Context: an optimization exercise on an open-source flow, tuned for small area. The choices shown serve that exercise and are no tape-out recipe.
No functional check of the RTL was part of any run shown here.

==> flow/design.v, too long to show whole: its modules and the start of the top module <==
// module top: 1349 lines
// module fa_cell: 4 lines
// module ha_cell: 4 lines
module top (
    input  wire clk,
    input  wire rst_n,
    input  wire start,
    input  wire preload_valid,
    input  wire [5:0] preload_addr,
    input  wire [7:0] preload_data,
    input  wire [63:0] x_vector_flat,
    output wire [127:0] result_flat
);
  // ...
==> flow/flow/run.sh <==
#!/bin/bash
# The standard ORFS layout (the standard.sh, standard synthesis), with:
#  - port buffers made with buf_1 instead of the default delay buffer;
#  - clock tree synthesis with clkbuf_4, larger sink clusters, no dummy loads.
# make's output goes to standard.log; ORFS keeps each step's log under orfs/logs.
set -euo pipefail
bash standard.sh \
  BUFFER_PORTS_ARGS="-buffer_cell sky130_fd_sc_hd__buf_1" \
  CTS_ARGS="-sink_clustering_enable -repair_clock_nets -dont_use_dummy_load -buf_list sky130_fd_sc_hd__clkbuf_4 -sink_buffer_max_cap_derate 1.0" \
  finish > standard.log 2>&1
==> flow/standard.sh <==
#!/bin/bash
# synth_recipe.tcl (not shown) runs the flow's synth.tcl, then flattens the netlist and writes it again
# the make line also repeats each setting of config.mk as NAME=value (left out here)
make -C /OpenROAD-flow-scripts/flow DESIGN_CONFIG=/design/flow/config.mk WORK_HOME=/design/flow/orfs CLKGATE_MAP_FILE= SYNTH_SCRIPT=/design/flow/synth_recipe.tcl "${@:-finish}"
==> flow/config.mk <==
export PLATFORM = sky130hd
export DESIGN_NAME = top
export DESIGN_NICKNAME = top
export VERILOG_FILES = /design/flow/design.v
export SDC_FILE = /design/flow/constraint.sdc
export NUM_CORES = 4
export LEC_CHECK = 0
export CAP_MARGIN = 20
export CORE_MARGIN = 2
export CORE_UTILIZATION = 40
export SLEW_MARGIN = 20
export SYNTH_HIERARCHICAL = 1
export SYNTH_MINIMUM_KEEP_SIZE = 0
==> flow/constraint.sdc <==
create_clock -name core_clock -period 10.0 [get_ports {clk}]
set_input_delay 2.0000 -clock core_clock [delete_from_list [all_inputs] [get_ports {clk}]]
set_output_delay 2.0000 -clock core_clock [all_outputs]
set_load 0.01 [all_outputs]
==> reports/summary.txt, run 1 <==
Status: timing/DRC/antenna clean
Clock Skew: 0.110 ns
Reg2Reg Depth: 31
Post-synth EDFFs: 640
Post-synthesis sequential area ratio: 50.2%
Max-area cell class: registers
Worst-skew pair later-pin latency: 1.05 ns
Largest net degree at the start of global routing: 130
Area post-placement: 46,500 µm²
Placed insts: 4,938
Share of the synthesized area in the top cell type: 44.2%
Minimum clock period: 9.41 ns
Via count: 27.8k
Die width: 334 µm
Per-cell routed wire length: 22.1 µm
Share of post-route cells with drive strength above 1: 11.5%
Critical path endpoint: acc_r3[0]
Synth warn: 9
Sink Count: 769
WL met2: 56.2 mm
M1 WL: 47.1 mm
Met3 wire length: 7.20 mm
Height of the die: 334 µm
Signal buf overhead: 3.56%
Bufs on Longest Clock Path: 3
CP Max Fanout: 25
CTS Hold Buffers Added: 0
Post-CTS Setup Bufs: 0
Register bit total from synthesis: 769
Max transition margin: 26.8%
Final cycle utilization of the critical path: 94.1%
Tot GR Track Use: 20.6%
Crit path from: rsel[2]
Max Fclk: 106 MHz
Htree depth: 4
CP delay by family, top: adder cells
Final wirelength: 114 mm
Reg2reg end: acc_r3[0]
==> run 2: changes to the inputs <==
--- a/flow/design.v
+++ b/flow/design.v
@@ -44,3 +44,2 @@
     wire [7:0] oh2 = {oh0[5:0], oh0[7:6]};
-    wire [7:0] oh3 = {oh0[4:0], oh0[7:5]};
     wire [7:0] wt0 =
@@ -73,10 +72,10 @@
     wire [7:0] wt3 =
-        ({8{oh1[0]}} & w[3]) |
-        ({8{oh1[1]}} & w[11]) |
-        ({8{oh1[2]}} & w[19]) |
-        ({8{oh1[3]}} & w[27]) |
-        ({8{oh1[4]}} & w[35]) |
-        ({8{oh1[5]}} & w[43]) |
-        ({8{oh1[6]}} & w[51]) |
-        ({8{oh1[7]}} & w[59]);
+        ({8{oh0[0]}} & w[3]) |
+        ({8{oh0[1]}} & w[11]) |
+        ({8{oh0[2]}} & w[19]) |
+        ({8{oh0[3]}} & w[27]) |
+        ({8{oh0[4]}} & w[35]) |
+        ({8{oh0[5]}} & w[43]) |
+        ({8{oh0[6]}} & w[51]) |
+        ({8{oh0[7]}} & w[59]);
     wire [7:0] wt4 =
@@ -91,28 +90,28 @@
     wire [7:0] wt5 =
-        ({8{oh2[0]}} & w[5]) |
-        ({8{oh2[1]}} & w[13]) |
-        ({8{oh2[2]}} & w[21]) |
-        ({8{oh2[3]}} & w[29]) |
-        ({8{oh2[4]}} & w[37]) |
-        ({8{oh2[5]}} & w[45]) |
-        ({8{oh2[6]}} & w[53]) |
-        ({8{oh2[7]}} & w[61]);
+        ({8{oh1[0]}} & w[5]) |
+        ({8{oh1[1]}} & w[13]) |
+        ({8{oh1[2]}} & w[21]) |
+        ({8{oh1[3]}} & w[29]) |
+        ({8{oh1[4]}} & w[37]) |
+        ({8{oh1[5]}} & w[45]) |
+        ({8{oh1[6]}} & w[53]) |
+        ({8{oh1[7]}} & w[61]);
     wire [7:0] wt6 =
-        ({8{oh2[0]}} & w[6]) |
-        ({8{oh2[1]}} & w[14]) |
-        ({8{oh2[2]}} & w[22]) |
-        ({8{oh2[3]}} & w[30]) |
-        ({8{oh2[4]}} & w[38]) |
-        ({8{oh2[5]}} & w[46]) |
-        ({8{oh2[6]}} & w[54]) |
-        ({8{oh2[7]}} & w[62]);
+        ({8{oh1[0]}} & w[6]) |
+        ({8{oh1[1]}} & w[14]) |
+        ({8{oh1[2]}} & w[22]) |
+        ({8{oh1[3]}} & w[30]) |
+        ({8{oh1[4]}} & w[38]) |
+        ({8{oh1[5]}} & w[46]) |
+        ({8{oh1[6]}} & w[54]) |
+        ({8{oh1[7]}} & w[62]);
     wire [7:0] wt7 =
-        ({8{oh3[0]}} & w[7]) |
-        ({8{oh3[1]}} & w[15]) |
-        ({8{oh3[2]}} & w[23]) |
-        ({8{oh3[3]}} & w[31]) |
-        ({8{oh3[4]}} & w[39]) |
-        ({8{oh3[5]}} & w[47]) |
-        ({8{oh3[6]}} & w[55]) |
-        ({8{oh3[7]}} & w[63]);
+        ({8{oh2[0]}} & w[7]) |
+        ({8{oh2[1]}} & w[15]) |
+        ({8{oh2[2]}} & w[23]) |
+        ({8{oh2[3]}} & w[31]) |
+        ({8{oh2[4]}} & w[39]) |
+        ({8{oh2[5]}} & w[47]) |
+        ({8{oh2[6]}} & w[55]) |
+        ({8{oh2[7]}} & w[63]);
     wire [7:0] x0_0 = x_vector_flat[7:0];
@@ -124,5 +123,3 @@
     wire [7:0] x3_0 = x_vector_flat[31:24];
-    reg  [7:0] x3_1;
-    always @(posedge clk) x3_1 <= x3_0;
-    wire [7:0] x3 = x3_1;
+    wire [7:0] x3 = x3_0;
     wire [7:0] x4_0 = x_vector_flat[39:32];
@@ -134,5 +131,3 @@
     always @(posedge clk) x5_1 <= x5_0;
-    reg  [7:0] x5_2;
-    always @(posedge clk) x5_2 <= x5_1;
-    wire [7:0] x5 = x5_2;
+    wire [7:0] x5 = x5_1;
     wire [7:0] x6_0 = x_vector_flat[55:48];
@@ -140,5 +135,3 @@
     always @(posedge clk) x6_1 <= x6_0;
-    reg  [7:0] x6_2;
-    always @(posedge clk) x6_2 <= x6_1;
-    wire [7:0] x6 = x6_2;
+    wire [7:0] x6 = x6_1;
     wire [7:0] x7_0 = x_vector_flat[63:56];
@@ -148,5 +141,3 @@
     always @(posedge clk) x7_2 <= x7_1;
-    reg  [7:0] x7_3;
-    always @(posedge clk) x7_3 <= x7_2;
-    wire [7:0] x7 = x7_3;
+    wire [7:0] x7 = x7_2;
     wire corr01 = (wt0 == 8'h80) & (x0 == 8'h80) & (wt1 == 8'h80) & (x1 == 8'h80);
@@ -156,3 +147,3 @@
     assign t0_s3 = ~(~(wt0[3] & x0[3]) ^ ~(wt0[4] & x0[2]));
-    assign t0_c4 = ~(wt0[3] & x0[3]) | ~(wt0[4] & x0[2]);
+    or_cell u_t0_c4 (.a(~(wt0[3] & x0[3])), .b(~(wt0[4] & x0[2])), .y(t0_c4));
     wire t0_s5, t0_c6;
@@ -175,3 +166,3 @@
     assign t0_s21 = ~(~(wt0[5] & x0[4]) ^ ~(wt0[6] & x0[3]));
-    assign t0_c22 = ~(wt0[5] & x0[4]) | ~(wt0[6] & x0[3]);
+    or_cell u_t0_c22 (.a(~(wt0[5] & x0[4])), .b(~(wt0[6] & x0[3])), .y(t0_c22));
     wire t0_s23, t0_c24;
@@ -180,3 +171,3 @@
     assign t0_s25 = ~(~(wt0[3] & x0[1]) ^ ~(wt0[4] & x0[0]));
-    assign t0_c26 = ~(wt0[3] & x0[1]) | ~(wt0[4] & x0[0]);
+    or_cell u_t0_c26 (.a(~(wt0[3] & x0[1])), .b(~(wt0[4] & x0[0])), .y(t0_c26));
     wire t0_s27, t0_c28;
@@ -211,3 +202,3 @@
     assign t0_s55 = ~(t0_s5 ^ t0_s7);
-    assign t0_c56 = t0_s5 | t0_s7;
+    or_cell u_t0_c56 (.a(t0_s5), .b(t0_s7), .y(t0_c56));
     wire t0_s57, t0_c58;
@@ -252,3 +243,3 @@
     assign t0_s95 = ~(~(wt0[0] & x0[2]) ^ ~(wt0[1] & x0[1]));
-    assign t0_c96 = ~(wt0[0] & x0[2]) | ~(wt0[1] & x0[1]);
+    or_cell u_t0_c96 (.a(~(wt0[0] & x0[2])), .b(~(wt0[1] & x0[1])), .y(t0_c96));
     wire t0_s97, t0_c98;
@@ -259,3 +250,3 @@
     assign t0_s101 = ~(~(wt1[2] & x1[1]) ^ ~(wt1[3] & x1[0]));
-    assign t0_c102 = ~(wt1[2] & x1[1]) | ~(wt1[3] & x1[0]);
+    or_cell u_t0_c102 (.a(~(wt1[2] & x1[1])), .b(~(wt1[3] & x1[0])), .y(t0_c102));
     wire t0_s103, t0_c104;
@@ -333,3 +324,3 @@
     assign t0_s173 = ~(~(wt0[0] & x0[1]) ^ ~(wt0[1] & x0[0]));
-    assign t0_c174 = ~(wt0[0] & x0[1]) | ~(wt0[1] & x0[0]);
+    or_cell u_t0_c174 (.a(~(wt0[0] & x0[1])), .b(~(wt0[1] & x0[0])), .y(t0_c174));
     wire t0_s175, t0_c176;
@@ -344,3 +335,3 @@
     assign t0_s183 = ~(t0_s97 ^ t0_s99);
-    assign t0_c184 = t0_s97 | t0_s99;
+    or_cell u_t0_c184 (.a(t0_s97), .b(t0_s99), .y(t0_c184));
     wire t0_s185, t0_c186;
@@ -407,3 +398,3 @@
     assign t0_s245 = ~(~(wt0[0] & x0[0]) ^ ~(wt1[0] & x1[0]));
-    assign t0_c246 = ~(wt0[0] & x0[0]) | ~(wt1[0] & x1[0]);
+    or_cell u_t0_c246 (.a(~(wt0[0] & x0[0])), .b(~(wt1[0] & x1[0])), .y(t0_c246));
     wire t0_s247, t0_c248;
@@ -467,3 +458,3 @@
     assign t0_s303 = ~(~(wt2[0] & x2[0]) ^ ~(~corr01));
-    assign t0_c304 = ~(wt2[0] & x2[0]) | ~(~corr01);
+    or_cell u_t0_c304 (.a(~(wt2[0] & x2[0])), .b(~(~corr01)), .y(t0_c304));
     wire t0_s305, t0_c306;
@@ -624,7 +615,5 @@
     wire [15:0] a_f = (s_f[16] != s_f[15]) ? (s_f[16] ? 16'h8000 : 16'h7fff) : s_f[15:0];
-    reg  [15:0] acc_r1;
-    always @(posedge clk) acc_r1 <= a_f;
     wire m3_s367, m3_c368;
     assign m3_s367 = ~(~(wt3[0] & x3[6]) ^ ~(wt3[1] & x3[5]));
-    assign m3_c368 = ~(wt3[0] & x3[6]) | ~(wt3[1] & x3[5]);
+    or_cell u_m3_c368 (.a(~(wt3[0] & x3[6])), .b(~(wt3[1] & x3[5])), .y(m3_c368));
     wire m3_s369, m3_c370;
@@ -633,3 +622,3 @@
     assign m3_s371 = ~(~(wt3[3] & x3[4]) ^ ~(wt3[4] & x3[3]));
-    assign m3_c372 = ~(wt3[3] & x3[4]) | ~(wt3[4] & x3[3]);
+    or_cell u_m3_c372 (.a(~(wt3[3] & x3[4])), .b(~(wt3[4] & x3[3])), .y(m3_c372));
     wire m3_s373, m3_c374;
@@ -642,3 +631,3 @@
     assign m3_s379 = ~(~(wt3[0] & x3[4]) ^ ~(wt3[1] & x3[3]));
-    assign m3_c380 = ~(wt3[0] & x3[4]) | ~(wt3[1] & x3[3]);
+    or_cell u_m3_c380 (.a(~(wt3[0] & x3[4])), .b(~(wt3[1] & x3[3])), .y(m3_c380));
     wire m3_s381, m3_c382;
@@ -647,3 +636,3 @@
     assign m3_s383 = ~(~(wt3[3] & x3[2]) ^ ~(wt3[4] & x3[1]));
-    assign m3_c384 = ~(wt3[3] & x3[2]) | ~(wt3[4] & x3[1]);
+    or_cell u_m3_c384 (.a(~(wt3[3] & x3[2])), .b(~(wt3[4] & x3[1])), .y(m3_c384));
     wire m3_s385, m3_c386;
@@ -672,3 +661,3 @@
     assign m3_s407 = ~(~(wt3[0] & x3[3]) ^ ~(wt3[1] & x3[2]));
-    assign m3_c408 = ~(wt3[0] & x3[3]) | ~(wt3[1] & x3[2]);
+    or_cell u_m3_c408 (.a(~(wt3[0] & x3[3])), .b(~(wt3[1] & x3[2])), .y(m3_c408));
     wire m3_s409, m3_c410;
@@ -693,3 +682,3 @@
     assign m3_s427 = ~(~(wt3[0] & x3[2]) ^ ~(wt3[1] & x3[1]));
-    assign m3_c428 = ~(wt3[0] & x3[2]) | ~(wt3[1] & x3[1]);
+    or_cell u_m3_c428 (.a(~(wt3[0] & x3[2])), .b(~(wt3[1] & x3[1])), .y(m3_c428));
     wire m3_s429, m3_c430;
@@ -716,32 +705,93 @@
     fa_cell u_m3_s449 (.a((wt3[6] & x3[7])), .b((wt3[7] & x3[6])), .c(m3_c426), .s(m3_s449), .co(m3_c450));
+    reg  p3_0_0;
+    always @(posedge clk) p3_0_0 <= ~(wt3[0] & x3[0]);
+    reg  p3_1_0;
+    always @(posedge clk) p3_1_0 <= ~(wt3[0] & x3[1]);
+    reg  p3_1_1;
+    always @(posedge clk) p3_1_1 <= ~(wt3[1] & x3[0]);
+    reg  p3_2_0;
+    always @(posedge clk) p3_2_0 <= ~(wt3[2] & x3[0]);
+    reg  p3_2_1;
+    always @(posedge clk) p3_2_1 <= m3_s427;
+    reg  p3_3_0;
+    always @(posedge clk) p3_3_0 <= m3_c428;
+    reg  p3_3_1;
+    always @(posedge clk) p3_3_1 <= m3_s429;
+    reg  p3_4_0;
+    always @(posedge clk) p3_4_0 <= m3_c430;
+    reg  p3_4_1;
+    always @(posedge clk) p3_4_1 <= m3_s431;
+    reg  p3_5_0;
+    always @(posedge clk) p3_5_0 <= m3_c432;
+    reg  p3_5_1;
+    always @(posedge clk) p3_5_1 <= m3_s433;
+    reg  p3_6_0;
+    always @(posedge clk) p3_6_0 <= m3_c434;
+    reg  p3_6_1;
+    always @(posedge clk) p3_6_1 <= m3_s435;
+    reg  p3_7_0;
+    always @(posedge clk) p3_7_0 <= m3_c436;
+    reg  p3_7_1;
+    always @(posedge clk) p3_7_1 <= m3_s437;
+    reg  p3_8_0;
+    always @(posedge clk) p3_8_0 <= m3_c438;
+    reg  p3_8_1;
+    always @(posedge clk) p3_8_1 <= m3_s439;
+    reg  p3_9_0;
+    always @(posedge clk) p3_9_0 <= m3_c440;
+    reg  p3_9_1;
+    always @(posedge clk) p3_9_1 <= m3_s441;
+    reg  p3_10_0;
+    always @(posedge clk) p3_10_0 <= m3_c442;
+    reg  p3_10_1;
+    always @(posedge clk) p3_10_1 <= m3_s443;
+    reg  p3_11_0;
+    always @(posedge clk) p3_11_0 <= m3_c444;
+    reg  p3_11_1;
+    always @(posedge clk) p3_11_1 <= m3_s445;
+    reg  p3_12_0;
+    always @(posedge clk) p3_12_0 <= m3_c446;
+    reg  p3_12_1;
+    always @(posedge clk) p3_12_1 <= m3_s447;
+    reg  p3_13_0;
+    always @(posedge clk) p3_13_0 <= m3_c448;
+    reg  p3_13_1;
+    always @(posedge clk) p3_13_1 <= m3_s449;
+    reg  p3_14_0;
+    always @(posedge clk) p3_14_0 <= ~(wt3[7] & x3[7]);
+    reg  p3_14_1;
+    always @(posedge clk) p3_14_1 <= m3_c450;
+    reg  [15:0] acc_r1n;
+    always @(posedge clk) acc_r1n <= ~a_f;
+    wire [15:0] acc_r1 = ~acc_r1n;
     wire a3_s451, a3_c452;
-    assign a3_s451 = ~(~(wt3[0] & x3[1]) ^ ~(wt3[1] & x3[0]));
-    assign a3_c452 = ~(wt3[0] & x3[1]) | ~(wt3[1] & x3[0]);
+    assign a3_s451 = ~(p3_1_0 ^ p3_1_1);
+    or_cell u_a3_c452 (.a(p3_1_0), .b(p3_1_1), .y(a3_c452));
     wire a3_s453, a3_c454;
-    fa_cell u_a3_s453 (.a(~(wt3[2] & x3[0])), .b(m3_s427), .c(~(acc_r1[2])), .s(a3_s453), .co(a3_c454));
+    fa_cell u_a3_s453 (.a(p3_2_0), .b(p3_2_1), .c(~(acc_r1[2])), .s(a3_s453), .co(a3_c454));
     wire a3_s455, a3_c456;
-    fa_cell u_a3_s455 (.a(m3_c428), .b(m3_s429), .c(~(acc_r1[3])), .s(a3_s455), .co(a3_c456));
+    fa_cell u_a3_s455 (.a(p3_3_0), .b(p3_3_1), .c(~(acc_r1[3])), .s(a3_s455), .co(a3_c456));
     wire a3_s457, a3_c458;
-    fa_cell u_a3_s457 (.a(m3_c430), .b(m3_s431), .c(~(acc_r1[4])), .s(a3_s457), .co(a3_c458));
+    fa_cell u_a3_s457 (.a(p3_4_0), .b(p3_4_1), .c(~(acc_r1[4])), .s(a3_s457), .co(a3_c458));
     wire a3_s459, a3_c460;
-    fa_cell u_a3_s459 (.a(m3_c432), .b(m3_s433), .c(~(acc_r1[5])), .s(a3_s459), .co(a3_c460));
+    fa_cell u_a3_s459 (.a(p3_5_0), .b(p3_5_1), .c(~(acc_r1[5])), .s(a3_s459), .co(a3_c460));
     wire a3_s461, a3_c462;
-    fa_cell u_a3_s461 (.a(m3_c434), .b(m3_s435), .c(~(acc_r1[6])), .s(a3_s461), .co(a3_c462));
+    fa_cell u_a3_s461 (.a(p3_6_0), .b(p3_6_1), .c(~(acc_r1[6])), .s(a3_s461), .co(a3_c462));
     wire a3_s463, a3_c464;
-    fa_cell u_a3_s463 (.a(m3_c436), .b(m3_s437), .c(~(acc_r1[7])), .s(a3_s463), .co(a3_c464));
+    fa_cell u_a3_s463 (.a(p3_7_0), .b(p3_7_1), .c(~(acc_r1[7])), .s(a3_s463), .co(a3_c464));
     wire a3_s465, a3_c466;
-    fa_cell u_a3_s465 (.a(m3_c438), .b(m3_s439), .c(~(acc_r1[8])), .s(a3_s465), .co(a3_c466));
+    fa_cell u_a3_s465 (.a(p3_8_0), .b(p3_8_1), .c(~(acc_r1[8])), .s(a3_s465), .co(a3_c466));
     wire a3_s467, a3_c468;
-    fa_cell u_a3_s467 (.a(m3_c440), .b(m3_s441), .c(~(acc_r1[9])), .s(a3_s467), .co(a3_c468));
+    fa_cell u_a3_s467 (.a(p3_9_0), .b(p3_9_1), .c(~(acc_r1[9])), .s(a3_s467), .co(a3_c468));
     wire a3_s469, a3_c470;
-    fa_cell u_a3_s469 (.a(m3_c442), .b(m3_s443), .c(~(acc_r1[10])), .s(a3_s469), .co(a3_c470));
+    fa_cell u_a3_s469 (.a(p3_10_0), .b(p3_10_1), .c(~(acc_r1[10])), .s(a3_s469), .co(a3_c470));
     wire a3_s471, a3_c472;
-    fa_cell u_a3_s471 (.a(m3_c444), .b(m3_s445), .c(~(acc_r1[11])), .s(a3_s471), .co(a3_c472));
+    fa_cell u_a3_s471 (.a(p3_11_0), .b(p3_11_1), .c(~(acc_r1[11])), .s(a3_s471), .co(a3_c472));
     wire a3_s473, a3_c474;
-    fa_cell u_a3_s473 (.a(m3_c446), .b(m3_s447), .c(~(acc_r1[12])), .s(a3_s473), .co(a3_c474));
+    fa_cell u_a3_s473 (.a(p3_12_0), .b(p3_12_1), .c(~(acc_r1[12])), .s(a3_s473), .co(a3_c474));
     wire a3_s475, a3_c476;
-    fa_cell u_a3_s475 (.a(m3_c448), .b(m3_s449), .c(~(acc_r1[13])), .s(a3_s475), .co(a3_c476));
+    fa_cell u_a3_s475 (.a(p3_13_0), .b(p3_13_1), .c(~(acc_r1[13])), .s(a3_s475), .co(a3_c476));
     wire a3_s477, a3_c478;
-    fa_cell u_a3_s477 (.a(~(wt3[7] & x3[7])), .b(m3_c450), .c(~(acc_r1[14])), .s(a3_s477), .co(a3_c478));
-    wire [16:0] s3 = ~({1'b0, ~(~acc_r1[15]), a3_c476, a3_c474, a3_c472, a3_c470, a3_c468, a3_c466, a3_c464, a3_c462, a3_c460, a3_c458, a3_c456, a3_c454, a3_c452, ~(acc_r1[1]), ~(wt3[0] & x3[0])} + {1'b1, a3_c478, a3_s477, a3_s475, a3_s473, a3_s471, a3_s469, a3_s467, a3_s465, a3_s463, a3_s461, a3_s459, a3_s457, a3_s455, a3_s453, a3_s451, ~(acc_r1[0])} + 17'd1);
+    fa_cell u_a3_s477 (.a(p3_14_0), .b(p3_14_1), .c(~(acc_r1[14])), .s(a3_s477), .co(a3_c478));
+    wire [16:0] s3 = ~({1'b0, ~(~acc_r1[15]), a3_c476, a3_c474, a3_c472, a3_c470, a3_c468, a3_c466, a3_c464, a3_c462, a3_c460, a3_c458, a3_c456, a3_c454, a3_c452, ~(acc_r1[1]), p3_0_0} + {1'b1, a3_c478, a3_s477, a3_s475, a3_s473, a3_s471, a3_s469, a3_s467, a3_s465, a3_s463, a3_s461, a3_s459, a3_s457, a3_s455, a3_s453, a3_s451, ~(acc_r1[0])} + 17'd1);
     wire [15:0] a3 = (s3[16] != s3[15]) ? (s3[16] ? 16'h8000 : 16'h7fff) : s3[15:0];
@@ -749,3 +799,3 @@
     assign m4_s479 = ~(~(wt4[0] & x4[6]) ^ ~(wt4[1] & x4[5]));
-    assign m4_c480 = ~(wt4[0] & x4[6]) | ~(wt4[1] & x4[5]);
+    or_cell u_m4_c480 (.a(~(wt4[0] & x4[6])), .b(~(wt4[1] & x4[5])), .y(m4_c480));
     wire m4_s481, m4_c482;
@@ -754,3 +804,3 @@
     assign m4_s483 = ~(~(wt4[3] & x4[4]) ^ ~(wt4[4] & x4[3]));
-    assign m4_c484 = ~(wt4[3] & x4[4]) | ~(wt4[4] & x4[3]);
+    or_cell u_m4_c484 (.a(~(wt4[3] & x4[4])), .b(~(wt4[4] & x4[3])), .y(m4_c484));
     wire m4_s485, m4_c486;
@@ -763,3 +813,3 @@
     assign m4_s491 = ~(~(wt4[0] & x4[4]) ^ ~(wt4[1] & x4[3]));
-    assign m4_c492 = ~(wt4[0] & x4[4]) | ~(wt4[1] & x4[3]);
+    or_cell u_m4_c492 (.a(~(wt4[0] & x4[4])), .b(~(wt4[1] & x4[3])), .y(m4_c492));
     wire m4_s493, m4_c494;
@@ -768,3 +818,3 @@
     assign m4_s495 = ~(~(wt4[3] & x4[2]) ^ ~(wt4[4] & x4[1]));
-    assign m4_c496 = ~(wt4[3] & x4[2]) | ~(wt4[4] & x4[1]);
+    or_cell u_m4_c496 (.a(~(wt4[3] & x4[2])), .b(~(wt4[4] & x4[1])), .y(m4_c496));
     wire m4_s497, m4_c498;
@@ -793,3 +843,3 @@
     assign m4_s519 = ~(~(wt4[0] & x4[3]) ^ ~(wt4[1] & x4[2]));
-    assign m4_c520 = ~(wt4[0] & x4[3]) | ~(wt4[1] & x4[2]);
+    or_cell u_m4_c520 (.a(~(wt4[0] & x4[3])), .b(~(wt4[1] & x4[2])), .y(m4_c520));
     wire m4_s521, m4_c522;
@@ -814,3 +864,3 @@
     assign m4_s539 = ~(~(wt4[0] & x4[2]) ^ ~(wt4[1] & x4[1]));
-    assign m4_c540 = ~(wt4[0] & x4[2]) | ~(wt4[1] & x4[1]);
+    or_cell u_m4_c540 (.a(~(wt4[0] & x4[2])), .b(~(wt4[1] & x4[1])), .y(m4_c540));
     wire m4_s541, m4_c542;
@@ -839,3 +889,3 @@
     assign a4_s563 = ~(~(wt4[0] & x4[1]) ^ ~(wt4[1] & x4[0]));
-    assign a4_c564 = ~(wt4[0] & x4[1]) | ~(wt4[1] & x4[0]);
+    or_cell u_a4_c564 (.a(~(wt4[0] & x4[1])), .b(~(wt4[1] & x4[0])), .y(a4_c564));
     wire a4_s565, a4_c566;
@@ -868,7 +918,5 @@
     wire [15:0] a4 = (s4[16] != s4[15]) ? (s4[16] ? 16'h8000 : 16'h7fff) : s4[15:0];
-    reg  [15:0] acc_r2;
-    always @(posedge clk) acc_r2 <= a4;
     wire m5_s591, m5_c592;
     assign m5_s591 = ~(~(wt5[0] & x5[6]) ^ ~(wt5[1] & x5[5]));
-    assign m5_c592 = ~(wt5[0] & x5[6]) | ~(wt5[1] & x5[5]);
+    or_cell u_m5_c592 (.a(~(wt5[0] & x5[6])), .b(~(wt5[1] & x5[5])), .y(m5_c592));
     wire m5_s593, m5_c594;
@@ -877,3 +925,3 @@
     assign m5_s595 = ~(~(wt5[3] & x5[4]) ^ ~(wt5[4] & x5[3]));
-    assign m5_c596 = ~(wt5[3] & x5[4]) | ~(wt5[4] & x5[3]);
+    or_cell u_m5_c596 (.a(~(wt5[3] & x5[4])), .b(~(wt5[4] & x5[3])), .y(m5_c596));
     wire m5_s597, m5_c598;
@@ -886,3 +934,3 @@
     assign m5_s603 = ~(~(wt5[0] & x5[4]) ^ ~(wt5[1] & x5[3]));
-    assign m5_c604 = ~(wt5[0] & x5[4]) | ~(wt5[1] & x5[3]);
+    or_cell u_m5_c604 (.a(~(wt5[0] & x5[4])), .b(~(wt5[1] & x5[3])), .y(m5_c604));
     wire m5_s605, m5_c606;
@@ -891,3 +939,3 @@
     assign m5_s607 = ~(~(wt5[3] & x5[2]) ^ ~(wt5[4] & x5[1]));
-    assign m5_c608 = ~(wt5[3] & x5[2]) | ~(wt5[4] & x5[1]);
+    or_cell u_m5_c608 (.a(~(wt5[3] & x5[2])), .b(~(wt5[4] & x5[1])), .y(m5_c608));
     wire m5_s609, m5_c610;
@@ -916,3 +964,3 @@
     assign m5_s631 = ~(~(wt5[0] & x5[3]) ^ ~(wt5[1] & x5[2]));
-    assign m5_c632 = ~(wt5[0] & x5[3]) | ~(wt5[1] & x5[2]);
+    or_cell u_m5_c632 (.a(~(wt5[0] & x5[3])), .b(~(wt5[1] & x5[2])), .y(m5_c632));
     wire m5_s633, m5_c634;
@@ -937,3 +985,3 @@
     assign m5_s651 = ~(~(wt5[0] & x5[2]) ^ ~(wt5[1] & x5[1]));
-    assign m5_c652 = ~(wt5[0] & x5[2]) | ~(wt5[1] & x5[1]);
+    or_cell u_m5_c652 (.a(~(wt5[0] & x5[2])), .b(~(wt5[1] & x5[1])), .y(m5_c652));
     wire m5_s653, m5_c654;
@@ -962,30 +1010,30 @@
     assign a5_s675 = ~(~(wt5[0] & x5[1]) ^ ~(wt5[1] & x5[0]));
-    assign a5_c676 = ~(wt5[0] & x5[1]) | ~(wt5[1] & x5[0]);
+    or_cell u_a5_c676 (.a(~(wt5[0] & x5[1])), .b(~(wt5[1] & x5[0])), .y(a5_c676));
     wire a5_s677, a5_c678;
-    fa_cell u_a5_s677 (.a(~(wt5[2] & x5[0])), .b(m5_s651), .c(~(acc_r2[2])), .s(a5_s677), .co(a5_c678));
+    fa_cell u_a5_s677 (.a(~(wt5[2] & x5[0])), .b(m5_s651), .c(~(a4[2])), .s(a5_s677), .co(a5_c678));
     wire a5_s679, a5_c680;
-    fa_cell u_a5_s679 (.a(m5_c652), .b(m5_s653), .c(~(acc_r2[3])), .s(a5_s679), .co(a5_c680));
+    fa_cell u_a5_s679 (.a(m5_c652), .b(m5_s653), .c(~(a4[3])), .s(a5_s679), .co(a5_c680));
     wire a5_s681, a5_c682;
-    fa_cell u_a5_s681 (.a(m5_c654), .b(m5_s655), .c(~(acc_r2[4])), .s(a5_s681), .co(a5_c682));
+    fa_cell u_a5_s681 (.a(m5_c654), .b(m5_s655), .c(~(a4[4])), .s(a5_s681), .co(a5_c682));
     wire a5_s683, a5_c684;
-    fa_cell u_a5_s683 (.a(m5_c656), .b(m5_s657), .c(~(acc_r2[5])), .s(a5_s683), .co(a5_c684));
+    fa_cell u_a5_s683 (.a(m5_c656), .b(m5_s657), .c(~(a4[5])), .s(a5_s683), .co(a5_c684));
     wire a5_s685, a5_c686;
-    fa_cell u_a5_s685 (.a(m5_c658), .b(m5_s659), .c(~(acc_r2[6])), .s(a5_s685), .co(a5_c686));
+    fa_cell u_a5_s685 (.a(m5_c658), .b(m5_s659), .c(~(a4[6])), .s(a5_s685), .co(a5_c686));
     wire a5_s687, a5_c688;
-    fa_cell u_a5_s687 (.a(m5_c660), .b(m5_s661), .c(~(acc_r2[7])), .s(a5_s687), .co(a5_c688));
+    fa_cell u_a5_s687 (.a(m5_c660), .b(m5_s661), .c(~(a4[7])), .s(a5_s687), .co(a5_c688));
     wire a5_s689, a5_c690;
-    fa_cell u_a5_s689 (.a(m5_c662), .b(m5_s663), .c(~(acc_r2[8])), .s(a5_s689), .co(a5_c690));
+    fa_cell u_a5_s689 (.a(m5_c662), .b(m5_s663), .c(~(a4[8])), .s(a5_s689), .co(a5_c690));
     wire a5_s691, a5_c692;
-    fa_cell u_a5_s691 (.a(m5_c664), .b(m5_s665), .c(~(acc_r2[9])), .s(a5_s691), .co(a5_c692));
+    fa_cell u_a5_s691 (.a(m5_c664), .b(m5_s665), .c(~(a4[9])), .s(a5_s691), .co(a5_c692));
     wire a5_s693, a5_c694;
-    fa_cell u_a5_s693 (.a(m5_c666), .b(m5_s667), .c(~(acc_r2[10])), .s(a5_s693), .co(a5_c694));
+    fa_cell u_a5_s693 (.a(m5_c666), .b(m5_s667), .c(~(a4[10])), .s(a5_s693), .co(a5_c694));
     wire a5_s695, a5_c696;
-    fa_cell u_a5_s695 (.a(m5_c668), .b(m5_s669), .c(~(acc_r2[11])), .s(a5_s695), .co(a5_c696));
+    fa_cell u_a5_s695 (.a(m5_c668), .b(m5_s669), .c(~(a4[11])), .s(a5_s695), .co(a5_c696));
     wire a5_s697, a5_c698;
-    fa_cell u_a5_s697 (.a(m5_c670), .b(m5_s671), .c(~(acc_r2[12])), .s(a5_s697), .co(a5_c698));
+    fa_cell u_a5_s697 (.a(m5_c670), .b(m5_s671), .c(~(a4[12])), .s(a5_s697), .co(a5_c698));
     wire a5_s699, a5_c700;
-    fa_cell u_a5_s699 (.a(m5_c672), .b(m5_s673), .c(~(acc_r2[13])), .s(a5_s699), .co(a5_c700));
+    fa_cell u_a5_s699 (.a(m5_c672), .b(m5_s673), .c(~(a4[13])), .s(a5_s699), .co(a5_c700));
     wire a5_s701, a5_c702;
-    fa_cell u_a5_s701 (.a(~(wt5[7] & x5[7])), .b(m5_c674), .c(~(acc_r2[14])), .s(a5_s701), .co(a5_c702));
-    wire [16:0] s5 = ~({1'b0, ~(~acc_r2[15]), a5_c700, a5_c698, a5_c696, a5_c694, a5_c692, a5_c690, a5_c688, a5_c686, a5_c684, a5_c682, a5_c680, a5_c678, a5_c676, ~(acc_r2[1]), ~(wt5[0] & x5[0])} + {1'b1, a5_c702, a5_s701, a5_s699, a5_s697, a5_s695, a5_s693, a5_s691, a5_s689, a5_s687, a5_s685, a5_s683, a5_s681, a5_s679, a5_s677, a5_s675, ~(acc_r2[0])} + 17'd1);
+    fa_cell u_a5_s701 (.a(~(wt5[7] & x5[7])), .b(m5_c674), .c(~(a4[14])), .s(a5_s701), .co(a5_c702));
+    wire [16:0] s5 = ~({1'b0, ~(~a4[15]), a5_c700, a5_c698, a5_c696, a5_c694, a5_c692, a5_c690, a5_c688, a5_c686, a5_c684, a5_c682, a5_c680, a5_c678, a5_c676, ~(a4[1]), ~(wt5[0] & x5[0])} + {1'b1, a5_c702, a5_s701, a5_s699, a5_s697, a5_s695, a5_s693, a5_s691, a5_s689, a5_s687, a5_s685, a5_s683, a5_s681, a5_s679, a5_s677, a5_s675, ~(a4[0])} + 17'd1);
     wire [15:0] a5 = (s5[16] != s5[15]) ? (s5[16] ? 16'h8000 : 16'h7fff) : s5[15:0];
@@ -993,3 +1041,3 @@
     assign m6_s703 = ~(~(wt6[0] & x6[6]) ^ ~(wt6[1] & x6[5]));
-    assign m6_c704 = ~(wt6[0] & x6[6]) | ~(wt6[1] & x6[5]);
+    or_cell u_m6_c704 (.a(~(wt6[0] & x6[6])), .b(~(wt6[1] & x6[5])), .y(m6_c704));
     wire m6_s705, m6_c706;
@@ -998,3 +1046,3 @@
     assign m6_s707 = ~(~(wt6[3] & x6[4]) ^ ~(wt6[4] & x6[3]));
-    assign m6_c708 = ~(wt6[3] & x6[4]) | ~(wt6[4] & x6[3]);
+    or_cell u_m6_c708 (.a(~(wt6[3] & x6[4])), .b(~(wt6[4] & x6[3])), .y(m6_c708));
     wire m6_s709, m6_c710;
@@ -1007,3 +1055,3 @@
     assign m6_s715 = ~(~(wt6[0] & x6[4]) ^ ~(wt6[1] & x6[3]));
-    assign m6_c716 = ~(wt6[0] & x6[4]) | ~(wt6[1] & x6[3]);
+    or_cell u_m6_c716 (.a(~(wt6[0] & x6[4])), .b(~(wt6[1] & x6[3])), .y(m6_c716));
     wire m6_s717, m6_c718;
@@ -1012,3 +1060,3 @@
     assign m6_s719 = ~(~(wt6[3] & x6[2]) ^ ~(wt6[4] & x6[1]));
-    assign m6_c720 = ~(wt6[3] & x6[2]) | ~(wt6[4] & x6[1]);
+    or_cell u_m6_c720 (.a(~(wt6[3] & x6[2])), .b(~(wt6[4] & x6[1])), .y(m6_c720));
     wire m6_s721, m6_c722;
@@ -1037,3 +1085,3 @@
     assign m6_s743 = ~(~(wt6[0] & x6[3]) ^ ~(wt6[1] & x6[2]));
-    assign m6_c744 = ~(wt6[0] & x6[3]) | ~(wt6[1] & x6[2]);
+    or_cell u_m6_c744 (.a(~(wt6[0] & x6[3])), .b(~(wt6[1] & x6[2])), .y(m6_c744));
     wire m6_s745, m6_c746;
@@ -1058,3 +1106,3 @@
     assign m6_s763 = ~(~(wt6[0] & x6[2]) ^ ~(wt6[1] & x6[1]));
-    assign m6_c764 = ~(wt6[0] & x6[2]) | ~(wt6[1] & x6[1]);
+    or_cell u_m6_c764 (.a(~(wt6[0] & x6[2])), .b(~(wt6[1] & x6[1])), .y(m6_c764));
     wire m6_s765, m6_c766;
@@ -1081,38 +1129,187 @@
     fa_cell u_m6_s785 (.a((wt6[6] & x6[7])), .b((wt6[7] & x6[6])), .c(m6_c762), .s(m6_s785), .co(m6_c786));
+    reg  p6_0_0;
+    always @(posedge clk) p6_0_0 <= ~(wt6[0] & x6[0]);
+    reg  p6_1_0;
+    always @(posedge clk) p6_1_0 <= ~(wt6[0] & x6[1]);
+    reg  p6_1_1;
+    always @(posedge clk) p6_1_1 <= ~(wt6[1] & x6[0]);
+    reg  p6_2_0;
+    always @(posedge clk) p6_2_0 <= ~(wt6[2] & x6[0]);
+    reg  p6_2_1;
+    always @(posedge clk) p6_2_1 <= m6_s763;
+    reg  p6_3_0;
+    always @(posedge clk) p6_3_0 <= m6_c764;
+    reg  p6_3_1;
+    always @(posedge clk) p6_3_1 <= m6_s765;
+    reg  p6_4_0;
+    always @(posedge clk) p6_4_0 <= m6_c766;
+    reg  p6_4_1;
+    always @(posedge clk) p6_4_1 <= m6_s767;
+    reg  p6_5_0;
+    always @(posedge clk) p6_5_0 <= m6_c768;
+    reg  p6_5_1;
+    always @(posedge clk) p6_5_1 <= m6_s769;
+    reg  p6_6_0;
+    always @(posedge clk) p6_6_0 <= m6_c770;
+    reg  p6_6_1;
+    always @(posedge clk) p6_6_1 <= m6_s771;
+    reg  p6_7_0;
+    always @(posedge clk) p6_7_0 <= m6_c772;
+    reg  p6_7_1;
+    always @(posedge clk) p6_7_1 <= m6_s773;
+    reg  p6_8_0;
+    always @(posedge clk) p6_8_0 <= m6_c774;
+    reg  p6_8_1;
+    always @(posedge clk) p6_8_1 <= m6_s775;
+    reg  p6_9_0;
+    always @(posedge clk) p6_9_0 <= m6_c776;
+    reg  p6_9_1;
+    always @(posedge clk) p6_9_1 <= m6_s777;
+    reg  p6_10_0;
+    always @(posedge clk) p6_10_0 <= m6_c778;
+    reg  p6_10_1;
+    always @(posedge clk) p6_10_1 <= m6_s779;
+    reg  p6_11_0;
+    always @(posedge clk) p6_11_0 <= m6_c780;
+    reg  p6_11_1;
+    always @(posedge clk) p6_11_1 <= m6_s781;
+    reg  p6_12_0;
+    always @(posedge clk) p6_12_0 <= m6_c782;
+    reg  p6_12_1;
+    always @(posedge clk) p6_12_1 <= m6_s783;
+    reg  p6_13_0;
+    always @(posedge clk) p6_13_0 <= m6_c784;
+    reg  p6_13_1;
+    always @(posedge clk) p6_13_1 <= m6_s785;
+    reg  p6_14_0;
+    always @(posedge clk) p6_14_0 <= ~(wt6[7] & x6[7]);
+    reg  p6_14_1;
+    always @(posedge clk) p6_14_1 <= m6_c786;
+    reg  [15:0] acc_r2n;
+    always @(posedge clk) acc_r2n <= ~a5;
+    wire [15:0] acc_r2 = ~acc_r2n;
     wire a6_s787, a6_c788;
-    assign a6_s787 = ~(~(wt6[0] & x6[1]) ^ ~(wt6[1] & x6[0]));
-    assign a6_c788 = ~(wt6[0] & x6[1]) | ~(wt6[1] & x6[0]);
+    assign a6_s787 = ~(p6_1_0 ^ p6_1_1);
+    or_cell u_a6_c788 (.a(p6_1_0), .b(p6_1_1), .y(a6_c788));
     wire a6_s789, a6_c790;
-    fa_cell u_a6_s789 (.a(~(wt6[2] & x6[0])), .b(m6_s763), .c(~(a5[2])), .s(a6_s789), .co(a6_c790));
+    fa_cell u_a6_s789 (.a(p6_2_0), .b(p6_2_1), .c(~(acc_r2[2])), .s(a6_s789), .co(a6_c790));
     wire a6_s791, a6_c792;
-    fa_cell u_a6_s791 (.a(m6_c764), .b(m6_s765), .c(~(a5[3])), .s(a6_s791), .co(a6_c792));
+    fa_cell u_a6_s791 (.a(p6_3_0), .b(p6_3_1), .c(~(acc_r2[3])), .s(a6_s791), .co(a6_c792));
     wire a6_s793, a6_c794;
-    fa_cell u_a6_s793 (.a(m6_c766), .b(m6_s767), .c(~(a5[4])), .s(a6_s793), .co(a6_c794));
+    fa_cell u_a6_s793 (.a(p6_4_0), .b(p6_4_1), .c(~(acc_r2[4])), .s(a6_s793), .co(a6_c794));
     wire a6_s795, a6_c796;
-    fa_cell u_a6_s795 (.a(m6_c768), .b(m6_s769), .c(~(a5[5])), .s(a6_s795), .co(a6_c796));
+    fa_cell u_a6_s795 (.a(p6_5_0), .b(p6_5_1), .c(~(acc_r2[5])), .s(a6_s795), .co(a6_c796));
     wire a6_s797, a6_c798;
-    fa_cell u_a6_s797 (.a(m6_c770), .b(m6_s771), .c(~(a5[6])), .s(a6_s797), .co(a6_c798));
+    fa_cell u_a6_s797 (.a(p6_6_0), .b(p6_6_1), .c(~(acc_r2[6])), .s(a6_s797), .co(a6_c798));
     wire a6_s799, a6_c800;
-    fa_cell u_a6_s799 (.a(m6_c772), .b(m6_s773), .c(~(a5[7])), .s(a6_s799), .co(a6_c800));
+    fa_cell u_a6_s799 (.a(p6_7_0), .b(p6_7_1), .c(~(acc_r2[7])), .s(a6_s799), .co(a6_c800));
     wire a6_s801, a6_c802;
-    fa_cell u_a6_s801 (.a(m6_c774), .b(m6_s775), .c(~(a5[8])), .s(a6_s801), .co(a6_c802));
+    fa_cell u_a6_s801 (.a(p6_8_0), .b(p6_8_1), .c(~(acc_r2[8])), .s(a6_s801), .co(a6_c802));
     wire a6_s803, a6_c804;
-    fa_cell u_a6_s803 (.a(m6_c776), .b(m6_s777), .c(~(a5[9])), .s(a6_s803), .co(a6_c804));
+    fa_cell u_a6_s803 (.a(p6_9_0), .b(p6_9_1), .c(~(acc_r2[9])), .s(a6_s803), .co(a6_c804));
     wire a6_s805, a6_c806;
-    fa_cell u_a6_s805 (.a(m6_c778), .b(m6_s779), .c(~(a5[10])), .s(a6_s805), .co(a6_c806));
+    fa_cell u_a6_s805 (.a(p6_10_0), .b(p6_10_1), .c(~(acc_r2[10])), .s(a6_s805), .co(a6_c806));
     wire a6_s807, a6_c808;
-    fa_cell u_a6_s807 (.a(m6_c780), .b(m6_s781), .c(~(a5[11])), .s(a6_s807), .co(a6_c808));
+    fa_cell u_a6_s807 (.a(p6_11_0), .b(p6_11_1), .c(~(acc_r2[11])), .s(a6_s807), .co(a6_c808));
     wire a6_s809, a6_c810;
-    fa_cell u_a6_s809 (.a(m6_c782), .b(m6_s783), .c(~(a5[12])), .s(a6_s809), .co(a6_c810));
+    fa_cell u_a6_s809 (.a(p6_12_0), .b(p6_12_1), .c(~(acc_r2[12])), .s(a6_s809), .co(a6_c810));
     wire a6_s811, a6_c812;
-    fa_cell u_a6_s811 (.a(m6_c784), .b(m6_s785), .c(~(a5[13])), .s(a6_s811), .co(a6_c812));
+    fa_cell u_a6_s811 (.a(p6_13_0), .b(p6_13_1), .c(~(acc_r2[13])), .s(a6_s811), .co(a6_c812));
     wire a6_s813, a6_c814;
-    fa_cell u_a6_s813 (.a(~(wt6[7] & x6[7])), .b(m6_c786), .c(~(a5[14])), .s(a6_s813), .co(a6_c814));
-    wire [16:0] s6 = ~({1'b0, ~(~a5[15]), a6_c812, a6_c810, a6_c808, a6_c806, a6_c804, a6_c802, a6_c800, a6_c798, a6_c796, a6_c794, a6_c792, a6_c790, a6_c788, ~(a5[1]), ~(wt6[0] & x6[0])} + {1'b1, a6_c814, a6_s813, a6_s811, a6_s809, a6_s807, a6_s805, a6_s803, a6_s801, a6_s799, a6_s797, a6_s795, a6_s793, a6_s791, a6_s789, a6_s787, ~(a5[0])} + 17'd1);
+    fa_cell u_a6_s813 (.a(p6_14_0), .b(p6_14_1), .c(~(acc_r2[14])), .s(a6_s813), .co(a6_c814));
+    wire bk6_p0 = p6_0_0 ^ ~(acc_r2[0]);
+    wire bk6_g0 = p6_0_0 & ~(acc_r2[0]);
+    wire bk6_p1 = ~(acc_r2[1]) ^ a6_s787;
+    wire bk6_g1 = ~(acc_r2[1]) & a6_s787;
+    wire bk6_p2 = a6_c788 ^ a6_s789;
+    wire bk6_g2 = a6_c788 & a6_s789;
+    wire bk6_p3 = a6_c790 ^ a6_s791;
+    wire bk6_g3 = a6_c790 & a6_s791;
+    wire bk6_p4 = a6_c792 ^ a6_s793;
+    wire bk6_g4 = a6_c792 & a6_s793;
+    wire bk6_p5 = a6_c794 ^ a6_s795;
+    wire bk6_g5 = a6_c794 & a6_s795;
+    wire bk6_p6 = a6_c796 ^ a6_s797;
+    wire bk6_g6 = a6_c796 & a6_s797;
+    wire bk6_p7 = a6_c798 ^ a6_s799;
+    wire bk6_g7 = a6_c798 & a6_s799;
+    wire bk6_p8 = a6_c800 ^ a6_s801;
+    wire bk6_g8 = a6_c800 & a6_s801;
+    wire bk6_p9 = a6_c802 ^ a6_s803;
+    wire bk6_g9 = a6_c802 & a6_s803;
+    wire bk6_p10 = a6_c804 ^ a6_s805;
+    wire bk6_g10 = a6_c804 & a6_s805;
+    wire bk6_p11 = a6_c806 ^ a6_s807;
+    wire bk6_g11 = a6_c806 & a6_s807;
+    wire bk6_p12 = a6_c808 ^ a6_s809;
+    wire bk6_g12 = a6_c808 & a6_s809;
+    wire bk6_p13 = a6_c810 ^ a6_s811;
+    wire bk6_g13 = a6_c810 & a6_s811;
+    wire bk6_p14 = a6_c812 ^ a6_s813;
+    wire bk6_g14 = a6_c812 & a6_s813;
+    wire bk6_p15 = ~(~acc_r2[15]) ^ a6_c814;
+    wire bk6_g15 = ~(~acc_r2[15]) & a6_c814;
+    wire bk6_p16 = 1'b0 ^ 1'b1;
+    wire bk6_g16 = 1'b0 & 1'b1;
+    wire bk6_g0c = bk6_g0 | bk6_p0;
+    wire bk6_G1 = bk6_g1 | (bk6_p1 & bk6_g0c);
+    wire bk6_P1 = bk6_p1 & bk6_p0;
+    wire bk6_G2 = bk6_g3 | (bk6_p3 & bk6_g2);
+    wire bk6_P2 = bk6_p3 & bk6_p2;
+    wire bk6_G3 = bk6_g5 | (bk6_p5 & bk6_g4);
+    wire bk6_P3 = bk6_p5 & bk6_p4;
+    wire bk6_G4 = bk6_g7 | (bk6_p7 & bk6_g6);
+    wire bk6_P4 = bk6_p7 & bk6_p6;
+    wire bk6_G5 = bk6_g9 | (bk6_p9 & bk6_g8);
+    wire bk6_P5 = bk6_p9 & bk6_p8;
+    wire bk6_G6 = bk6_g11 | (bk6_p11 & bk6_g10);
+    wire bk6_P6 = bk6_p11 & bk6_p10;
+    wire bk6_G7 = bk6_g13 | (bk6_p13 & bk6_g12);
+    wire bk6_P7 = bk6_p13 & bk6_p12;
+    wire bk6_G8 = bk6_g15 | (bk6_p15 & bk6_g14);
+    wire bk6_P8 = bk6_p15 & bk6_p14;
+    wire bk6_G9 = bk6_G2 | (bk6_P2 & bk6_G1);
+    wire bk6_P9 = bk6_P2 & bk6_P1;
+    wire bk6_G10 = bk6_G4 | (bk6_P4 & bk6_G3);
+    wire bk6_P10 = bk6_P4 & bk6_P3;
+    wire bk6_G11 = bk6_G6 | (bk6_P6 & bk6_G5);
+    wire bk6_P11 = bk6_P6 & bk6_P5;
+    wire bk6_G12 = bk6_G8 | (bk6_P8 & bk6_G7);
+    wire bk6_P12 = bk6_P8 & bk6_P7;
+    wire bk6_G13 = bk6_G10 | (bk6_P10 & bk6_G9);
+    wire bk6_P13 = bk6_P10 & bk6_P9;
+    wire bk6_G14 = bk6_G12 | (bk6_P12 & bk6_G11);
+    wire bk6_P14 = bk6_P12 & bk6_P11;
+    wire bk6_G15 = bk6_G14 | (bk6_P14 & bk6_G13);
+    wire bk6_P15 = bk6_P14 & bk6_P13;
+    wire bk6_G16 = bk6_G11 | (bk6_P11 & bk6_G13);
+    wire bk6_P16 = bk6_P11 & bk6_P13;
+    wire bk6_G17 = bk6_G3 | (bk6_P3 & bk6_G9);
+    wire bk6_P17 = bk6_P3 & bk6_P9;
+    wire bk6_G18 = bk6_G5 | (bk6_P5 & bk6_G13);
+    wire bk6_P18 = bk6_P5 & bk6_P13;
+    wire bk6_G19 = bk6_G7 | (bk6_P7 & bk6_G16);
+    wire bk6_P19 = bk6_P7 & bk6_P16;
+    wire bk6_G20 = bk6_g2 | (bk6_p2 & bk6_G1);
+    wire bk6_P20 = bk6_p2 & bk6_P1;
+    wire bk6_G21 = bk6_g4 | (bk6_p4 & bk6_G9);
+    wire bk6_P21 = bk6_p4 & bk6_P9;
+    wire bk6_G22 = bk6_g6 | (bk6_p6 & bk6_G17);
+    wire bk6_P22 = bk6_p6 & bk6_P17;
+    wire bk6_G23 = bk6_g8 | (bk6_p8 & bk6_G13);
+    wire bk6_P23 = bk6_p8 & bk6_P13;
+    wire bk6_G24 = bk6_g10 | (bk6_p10 & bk6_G18);
+    wire bk6_P24 = bk6_p10 & bk6_P18;
+    wire bk6_G25 = bk6_g12 | (bk6_p12 & bk6_G16);
+    wire bk6_P25 = bk6_p12 & bk6_P16;
+    wire bk6_G26 = bk6_g14 | (bk6_p14 & bk6_G19);
+    wire bk6_P26 = bk6_p14 & bk6_P19;
+    wire bk6_G27 = bk6_g16 | (bk6_p16 & bk6_G15);
+    wire bk6_P27 = bk6_p16 & bk6_P15;
+    wire [16:0] bk6_sum = {(bk6_p16 ^ bk6_G15), (bk6_p15 ^ bk6_G26), (bk6_p14 ^ bk6_G19), (bk6_p13 ^ bk6_G25), (bk6_p12 ^ bk6_G16), (bk6_p11 ^ bk6_G24), (bk6_p10 ^ bk6_G18), (bk6_p9 ^ bk6_G23), (bk6_p8 ^ bk6_G13), (bk6_p7 ^ bk6_G22), (bk6_p6 ^ bk6_G17), (bk6_p5 ^ bk6_G21), (bk6_p4 ^ bk6_G9), (bk6_p3 ^ bk6_G20), (bk6_p2 ^ bk6_G1), (bk6_p1 ^ bk6_g0c), (bk6_p0 ^ 1'b1)};
+    wire [16:0] s6 = ~bk6_sum;
     wire [15:0] a6 = (s6[16] != s6[15]) ? (s6[16] ? 16'h8000 : 16'h7fff) : s6[15:0];
-    reg  [15:0] acc_r3;
-    always @(posedge clk) acc_r3 <= a6;
     wire m7_s815, m7_c816;
     assign m7_s815 = ~(~(wt7[0] & x7[6]) ^ ~(wt7[1] & x7[5]));
-    assign m7_c816 = ~(wt7[0] & x7[6]) | ~(wt7[1] & x7[5]);
+    or_cell u_m7_c816 (.a(~(wt7[0] & x7[6])), .b(~(wt7[1] & x7[5])), .y(m7_c816));
     wire m7_s817, m7_c818;
@@ -1121,3 +1318,3 @@
     assign m7_s819 = ~(~(wt7[3] & x7[4]) ^ ~(wt7[4] & x7[3]));
-    assign m7_c820 = ~(wt7[3] & x7[4]) | ~(wt7[4] & x7[3]);
+    or_cell u_m7_c820 (.a(~(wt7[3] & x7[4])), .b(~(wt7[4] & x7[3])), .y(m7_c820));
     wire m7_s821, m7_c822;
@@ -1130,3 +1327,3 @@
     assign m7_s827 = ~(~(wt7[0] & x7[4]) ^ ~(wt7[1] & x7[3]));
-    assign m7_c828 = ~(wt7[0] & x7[4]) | ~(wt7[1] & x7[3]);
+    or_cell u_m7_c828 (.a(~(wt7[0] & x7[4])), .b(~(wt7[1] & x7[3])), .y(m7_c828));
     wire m7_s829, m7_c830;
@@ -1135,3 +1332,3 @@
     assign m7_s831 = ~(~(wt7[3] & x7[2]) ^ ~(wt7[4] & x7[1]));
-    assign m7_c832 = ~(wt7[3] & x7[2]) | ~(wt7[4] & x7[1]);
+    or_cell u_m7_c832 (.a(~(wt7[3] & x7[2])), .b(~(wt7[4] & x7[1])), .y(m7_c832));
     wire m7_s833, m7_c834;
@@ -1160,3 +1357,3 @@
     assign m7_s855 = ~(~(wt7[0] & x7[3]) ^ ~(wt7[1] & x7[2]));
-    assign m7_c856 = ~(wt7[0] & x7[3]) | ~(wt7[1] & x7[2]);
+    or_cell u_m7_c856 (.a(~(wt7[0] & x7[3])), .b(~(wt7[1] & x7[2])), .y(m7_c856));
     wire m7_s857, m7_c858;
@@ -1181,3 +1378,3 @@
     assign m7_s875 = ~(~(wt7[0] & x7[2]) ^ ~(wt7[1] & x7[1]));
-    assign m7_c876 = ~(wt7[0] & x7[2]) | ~(wt7[1] & x7[1]);
+    or_cell u_m7_c876 (.a(~(wt7[0] & x7[2])), .b(~(wt7[1] & x7[1])), .y(m7_c876));
     wire m7_s877, m7_c878;
@@ -1206,33 +1403,33 @@
     assign a7_s899 = ~(~(wt7[0] & x7[1]) ^ ~(wt7[1] & x7[0]));
-    assign a7_c900 = ~(wt7[0] & x7[1]) | ~(wt7[1] & x7[0]);
+    or_cell u_a7_c900 (.a(~(wt7[0] & x7[1])), .b(~(wt7[1] & x7[0])), .y(a7_c900));
     wire a7_s901, a7_c902;
-    fa_cell u_a7_s901 (.a(~(wt7[2] & x7[0])), .b(m7_s875), .c(~(acc_r3[2])), .s(a7_s901), .co(a7_c902));
+    fa_cell u_a7_s901 (.a(~(wt7[2] & x7[0])), .b(m7_s875), .c(~(a6[2])), .s(a7_s901), .co(a7_c902));
     wire a7_s903, a7_c904;
-    fa_cell u_a7_s903 (.a(m7_c876), .b(m7_s877), .c(~(acc_r3[3])), .s(a7_s903), .co(a7_c904));
+    fa_cell u_a7_s903 (.a(m7_c876), .b(m7_s877), .c(~(a6[3])), .s(a7_s903), .co(a7_c904));
     wire a7_s905, a7_c906;
-    fa_cell u_a7_s905 (.a(m7_c878), .b(m7_s879), .c(~(acc_r3[4])), .s(a7_s905), .co(a7_c906));
+    fa_cell u_a7_s905 (.a(m7_c878), .b(m7_s879), .c(~(a6[4])), .s(a7_s905), .co(a7_c906));
     wire a7_s907, a7_c908;
-    fa_cell u_a7_s907 (.a(m7_c880), .b(m7_s881), .c(~(acc_r3[5])), .s(a7_s907), .co(a7_c908));
+    fa_cell u_a7_s907 (.a(m7_c880), .b(m7_s881), .c(~(a6[5])), .s(a7_s907), .co(a7_c908));
     wire a7_s909, a7_c910;
-    fa_cell u_a7_s909 (.a(m7_c882), .b(m7_s883), .c(~(acc_r3[6])), .s(a7_s909), .co(a7_c910));
+    fa_cell u_a7_s909 (.a(m7_c882), .b(m7_s883), .c(~(a6[6])), .s(a7_s909), .co(a7_c910));
     wire a7_s911, a7_c912;
-    fa_cell u_a7_s911 (.a(m7_c884), .b(m7_s885), .c(~(acc_r3[7])), .s(a7_s911), .co(a7_c912));
+    fa_cell u_a7_s911 (.a(m7_c884), .b(m7_s885), .c(~(a6[7])), .s(a7_s911), .co(a7_c912));
     wire a7_s913, a7_c914;
-    fa_cell u_a7_s913 (.a(m7_c886), .b(m7_s887), .c(~(acc_r3[8])), .s(a7_s913), .co(a7_c914));
+    fa_cell u_a7_s913 (.a(m7_c886), .b(m7_s887), .c(~(a6[8])), .s(a7_s913), .co(a7_c914));
     wire a7_s915, a7_c916;
-    fa_cell u_a7_s915 (.a(m7_c888), .b(m7_s889), .c(~(acc_r3[9])), .s(a7_s915), .co(a7_c916));
+    fa_cell u_a7_s915 (.a(m7_c888), .b(m7_s889), .c(~(a6[9])), .s(a7_s915), .co(a7_c916));
     wire a7_s917, a7_c918;
-    fa_cell u_a7_s917 (.a(m7_c890), .b(m7_s891), .c(~(acc_r3[10])), .s(a7_s917), .co(a7_c918));
+    fa_cell u_a7_s917 (.a(m7_c890), .b(m7_s891), .c(~(a6[10])), .s(a7_s917), .co(a7_c918));
     wire a7_s919, a7_c920;
-    fa_cell u_a7_s919 (.a(m7_c892), .b(m7_s893), .c(~(acc_r3[11])), .s(a7_s919), .co(a7_c920));
+    fa_cell u_a7_s919 (.a(m7_c892), .b(m7_s893), .c(~(a6[11])), .s(a7_s919), .co(a7_c920));
     wire a7_s921, a7_c922;
-    fa_cell u_a7_s921 (.a(m7_c894), .b(m7_s895), .c(~(acc_r3[12])), .s(a7_s921), .co(a7_c922));
+    fa_cell u_a7_s921 (.a(m7_c894), .b(m7_s895), .c(~(a6[12])), .s(a7_s921), .co(a7_c922));
     wire a7_s923, a7_c924;
-    fa_cell u_a7_s923 (.a(m7_c896), .b(m7_s897), .c(~(acc_r3[13])), .s(a7_s923), .co(a7_c924));
+    fa_cell u_a7_s923 (.a(m7_c896), .b(m7_s897), .c(~(a6[13])), .s(a7_s923), .co(a7_c924));
     wire a7_s925, a7_c926;
-    fa_cell u_a7_s925 (.a(~(wt7[7] & x7[7])), .b(m7_c898), .c(~(acc_r3[14])), .s(a7_s925), .co(a7_c926));
-    wire bk7_p0 = ~(wt7[0] & x7[0]) ^ ~(acc_r3[0]);
-    wire bk7_g0 = ~(wt7[0] & x7[0]) & ~(acc_r3[0]);
-    wire bk7_p1 = ~(acc_r3[1]) ^ a7_s899;
-    wire bk7_g1 = ~(acc_r3[1]) & a7_s899;
+    fa_cell u_a7_s925 (.a(~(wt7[7] & x7[7])), .b(m7_c898), .c(~(a6[14])), .s(a7_s925), .co(a7_c926));
+    wire bk7_p0 = ~(wt7[0] & x7[0]) ^ ~(a6[0]);
+    wire bk7_g0 = ~(wt7[0] & x7[0]) & ~(a6[0]);
+    wire bk7_p1 = ~(a6[1]) ^ a7_s899;
+    wire bk7_g1 = ~(a6[1]) & a7_s899;
     wire bk7_p2 = a7_c900 ^ a7_s901;
@@ -1263,4 +1460,4 @@
     wire bk7_g14 = a7_c924 & a7_s925;
-    wire bk7_p15 = ~(~acc_r3[15]) ^ a7_c926;
-    wire bk7_g15 = ~(~acc_r3[15]) & a7_c926;
+    wire bk7_p15 = ~(~a6[15]) ^ a7_c926;
+    wire bk7_g15 = ~(~a6[15]) & a7_c926;
     wire bk7_p16 = 1'b0 ^ 1'b1;
@@ -1327,3 +1524,3 @@
     reg none;
-    wire shift = (cnt >= 5'd4) && (cnt <= 5'd11);
+    wire shift = (cnt >= 5'd3) && (cnt <= 5'd10);
     integer i;
@@ -1353,2 +1550,5 @@
 endmodule
+module or_cell (input wire a, input wire b, output wire y);
+    assign y = a | b;
+endmodule
 module ha_cell (input wire a, input wire b, output wire s, output wire co);
==> run 2 against run 1 <==
Net effect: setup slack better by 0.030 ns; sequential cell count is 10 higher; non-clock buffer count is 28 lower; clock skew is 0.052 ns higher; first-iteration DRC count is 5.0% higher; register-to-register slack better by 0.03 ns; count of clock-buffer cells in the layout is 2 higher.
==> reports/summary.txt, run 2 <==
Fin nets: 4,388
Worst min path class: reg -> reg
Synth Area in Simple Gates: 10.5%
Via count: 28.7k (+3.1%)
Post-synthesis xor/xnor area fraction: 1.95%
Largest net degree at the start of global routing: 97 (-25%)
Clk root buf: clkbuf_4
Mux cell area share after synthesis: 1.51%
Final cycle utilization of the critical path: 93.8% (-0.30 points)
Syn Nets: 4,057
Worst R2R Setup Slack: 0.62 ns
Worst-skew pair later-pin latency: 1.06 ns (about the same)
Max reg flops: 512
CTS Hold Buffers Added: 0 (unchanged)
Iter 0 DRT Violations: 2,396
Biggest register: w
Main combinational cell family by area after synthesis: adder cells
Most common cell after layout, fill and taps aside: edfxtp_1
Share of post-route cells with drive strength above 1: 10.1% (-1.3 points)
Clock Skew: 0.162 ns (+0.0519 ns)
CTS tree: done
Register bit total from synthesis: 779 (+1.3%)
Biggest regs: w x512, result_n x128
CP Max Fanout: 56 (+120%)
Startpoint Class: flop
Crit path from: rsel[0]
RSZ-0062 raised after global routing: false
Status: timing/DRC/antenna clean
Cells after Synth: 3,432
Height of the die: 335 µm (+0.49%)
Max transition margin: 25.6% (-1.2 points)
Most frequent cells in the layout: edfxtp_1, nand2_1, fa_1
DP HPWL: 78.6 mm
R2r startpoint: rsel[0]
Share of the synthesized area in the top cell type: 43.7% (-0.43 points)
First-pass GRT wire length: 177 mm
Die width: 335 µm (+0.49%)
Synth Area in Adders: 23.3%
Vias in the first global route: 29.9k
TNS Setup: 0 ns
Yosys cell types: 72
Fin. max-slew vios: 0
Max Fclk: 107 MHz (+0.32%)
Htree depth: 4 (unchanged)
FP Rows: 121
Synth cell count leaders: edfxtp_1, nand2_1, fa_1
Die ar.: 113,000 µm²
Number of port buffers: 209
Initial antenna violation count: 5
Hold Vio Cnt, Final: 0
Crit Path Class: reg -> reg
Synthesized area: 43,900 µm²
Hold path start: x7_1[2]
DR DRC count: 0
Post-synth EDFFs: 640 (unchanged)
Endpoint class of the critical path: flop
Area growth syn-to-layout: 9.52%
GPL Wtd Cong: 0.880
Core Region: 109,000 µm²
Post-synthesis sequential area ratio: 50.2% (about the same)
Per-cell routed wire length: 21.9 µm (-1.1%)
Tot GR Track Use: 20.5% (-0.15 points)
Worst EP arrival: 10.26 ns
Most common cell in the synthesized netlist: edfxtp_1
I/O pin cnt: 210
Grt ovf: 0
Final Setup Violations: 0
Sink Count: 779 (+1.3%)
Minimum clock period: 9.38 ns (-0.0297 ns)
CTS buffer count: 197
Clock slew at reported path FFs: 0.06 ns
Largest area contributor in the netlist: edfxtp_1
Vias per cell: 5.54
Req. time, crit path: 10.88 ns
Slew @ Worst Pin: 1.11 ns
Most common flop cell mapped by yosys: edfxtp_1
Max Cap Viol: 0
ANT nets after route: 0
Async SR Flop Fraction: 1.16%
# fillers: 9,920
Synth warn: 9 (unchanged)
Compound-Gate Fraction of Synth Area: 10.3%
DRT Pass-1 Iters: 6
Synth top area cells: edfxtp_1, fa_1, dfxtp_1
Final wirelength: 114 mm (-0.21%)
Initial core utilization: 40.4%
Syn Area/Cell: 12.8 µm²
Bufs on Longest Clock Path: 3 (unchanged)
run 2: cell count changes in the layout (fill, tap and decap cells not counted), moves of 14 or more:
cell,previous run,this run
and2_1,122,87
maj3_1,42,23
a211oi_1,7,29
ha_1,156,109
nand3_1,38,52
xnor2_1,43,75
inv_1,184,77
or2_1,0,45
nand2_1,357,471
o21ai_0,105,119
nor2b_1,99,52
buf_4,118,89
run 2: layout make-up:
cell class                 count  area, µm²  share of cell area [%]
antenna                        9       22.5                  0.0468
clock buffer                 197       1480                    3.07
multi-input combinational   2405      21000                    43.6
timing repair buffer         301       1510                    3.13
tap                         1414       1770                    3.68
inverter                      79        297                   0.616
sequential                   779      22100                    45.8
run 2: worst paths after layout:
kind / end / depth (start not counted)
min in group asynchronous: rsel[0] / 2
worst max register to register: acc_r2n[4] / 26
max in group asynchronous: cnt[1] / 2
worst min register to register: x7_2[2] / 0
worst min-delay path: x7_2[2] / 0
worst max-delay path: acc_r2n[4] / 26
run 2: timing repair:
action                     in CTS  in global routing
setup buffers                   0                  2
gates resized for setup         0                  5
setup endpoints to repair       0                 27
run 2: cells by family after synthesis:
family,after synthesis
AOI/OAI and AO/OA,665
xor gates and xnor gates,98
adders and majority gates,566
buffers and inverters,248
DFF,779
muxes,59
and+or+nand+nor,1017
run 2: per-module statistics from Yosys (local to each module, per instance):
module   times used  flip-flops and latches  cells
or_cell          45                       0      1
fa_cell         403                       0      1
top               1                     779   2984
run 2: stage by stage:
| step | worst slack (ns) | hold slack [ns] | util, % | instances | area (µm²) |
|---|---|---|---|---|---|
| floorplan | 1.40 | 0.310 | - | 3432 | 43900 |
| global placement | 0.621 | 0.310 | 42.8 | 4975 | 46600 |
| detailed placement | 0.378 | 0.312 | 42.8 | 4975 | 46600 |
| CTS | 0.266 | 0.311 | 44.1 | 5172 | 48100 |
| global route | 0.00359 | 0.322 | 44.2 | 5183 | 48100 |
| finish | 0.623 | 0.308 | 44.2 | 5184 | 48100 |
run 2: critical path, stage by stage, from the launching register on:
cell	delay, ns
dfrtp_1	0.42
inv_1	0.12
ha_2	0.19
buf_4	0.64
a22oi_1	0.20
a21oi_1	0.39
nor2_1	0.22
nor2b_1	0.19
fa_1	0.45
fa_1	0.53
fa_1	0.44
fa_1	0.46
ha_1	0.34
a21o_1	0.22
o41ai_1	0.65
o211a_1	0.47
clkinv_1	0.32
maj3_1	0.39
o21a_1	0.14
fa_1	0.46
ha_1	0.38
nand4_1	0.15
o221a_2	0.29
o21a_1	0.15
o31ai_4	0.45
nand2_1	0.29
a21oi_1	0.22
run 2: layer usage:
metal  part of all wire [%]  routed length, µm  up-vias  track usage [%]
met4                    1.9               2180        8             5.54
li1                       -                  -    13000                -
met1                     43              49200    14500             28.0
met5                   0.12                138        -            0.651
met3                    7.2               8210      157             4.28
met2                     47              53800     1041             32.9

-- separate check: timing with driven ports --
Ports are ideal in the flow. The routed layouts listed here were re-timed in OpenROAD. Step 1 sets driving cells, clkbuf_16 on the clock port and buf_2 on the other inputs (assumed; they add their load-dependent delay and slew). Step 2 moves the port delays by t, midway between the first and last clock arrival at a register: inputs arrive t later, outputs are due t later. That takes back most of the time a late clock gives input paths. Slacks: ideal / step 1 / step 2; pairs: ideal / step 1.
run	t, ns	setup WS [ns]	clock arrival spread, ns
run 1	1.067	0.593 / 0.593 / 0.593	0.137 / 0.137
run 2	1.058	0.623 / 0.623 / 0.623	0.163 / 0.163
After both steps every run listed still meets setup and hold.
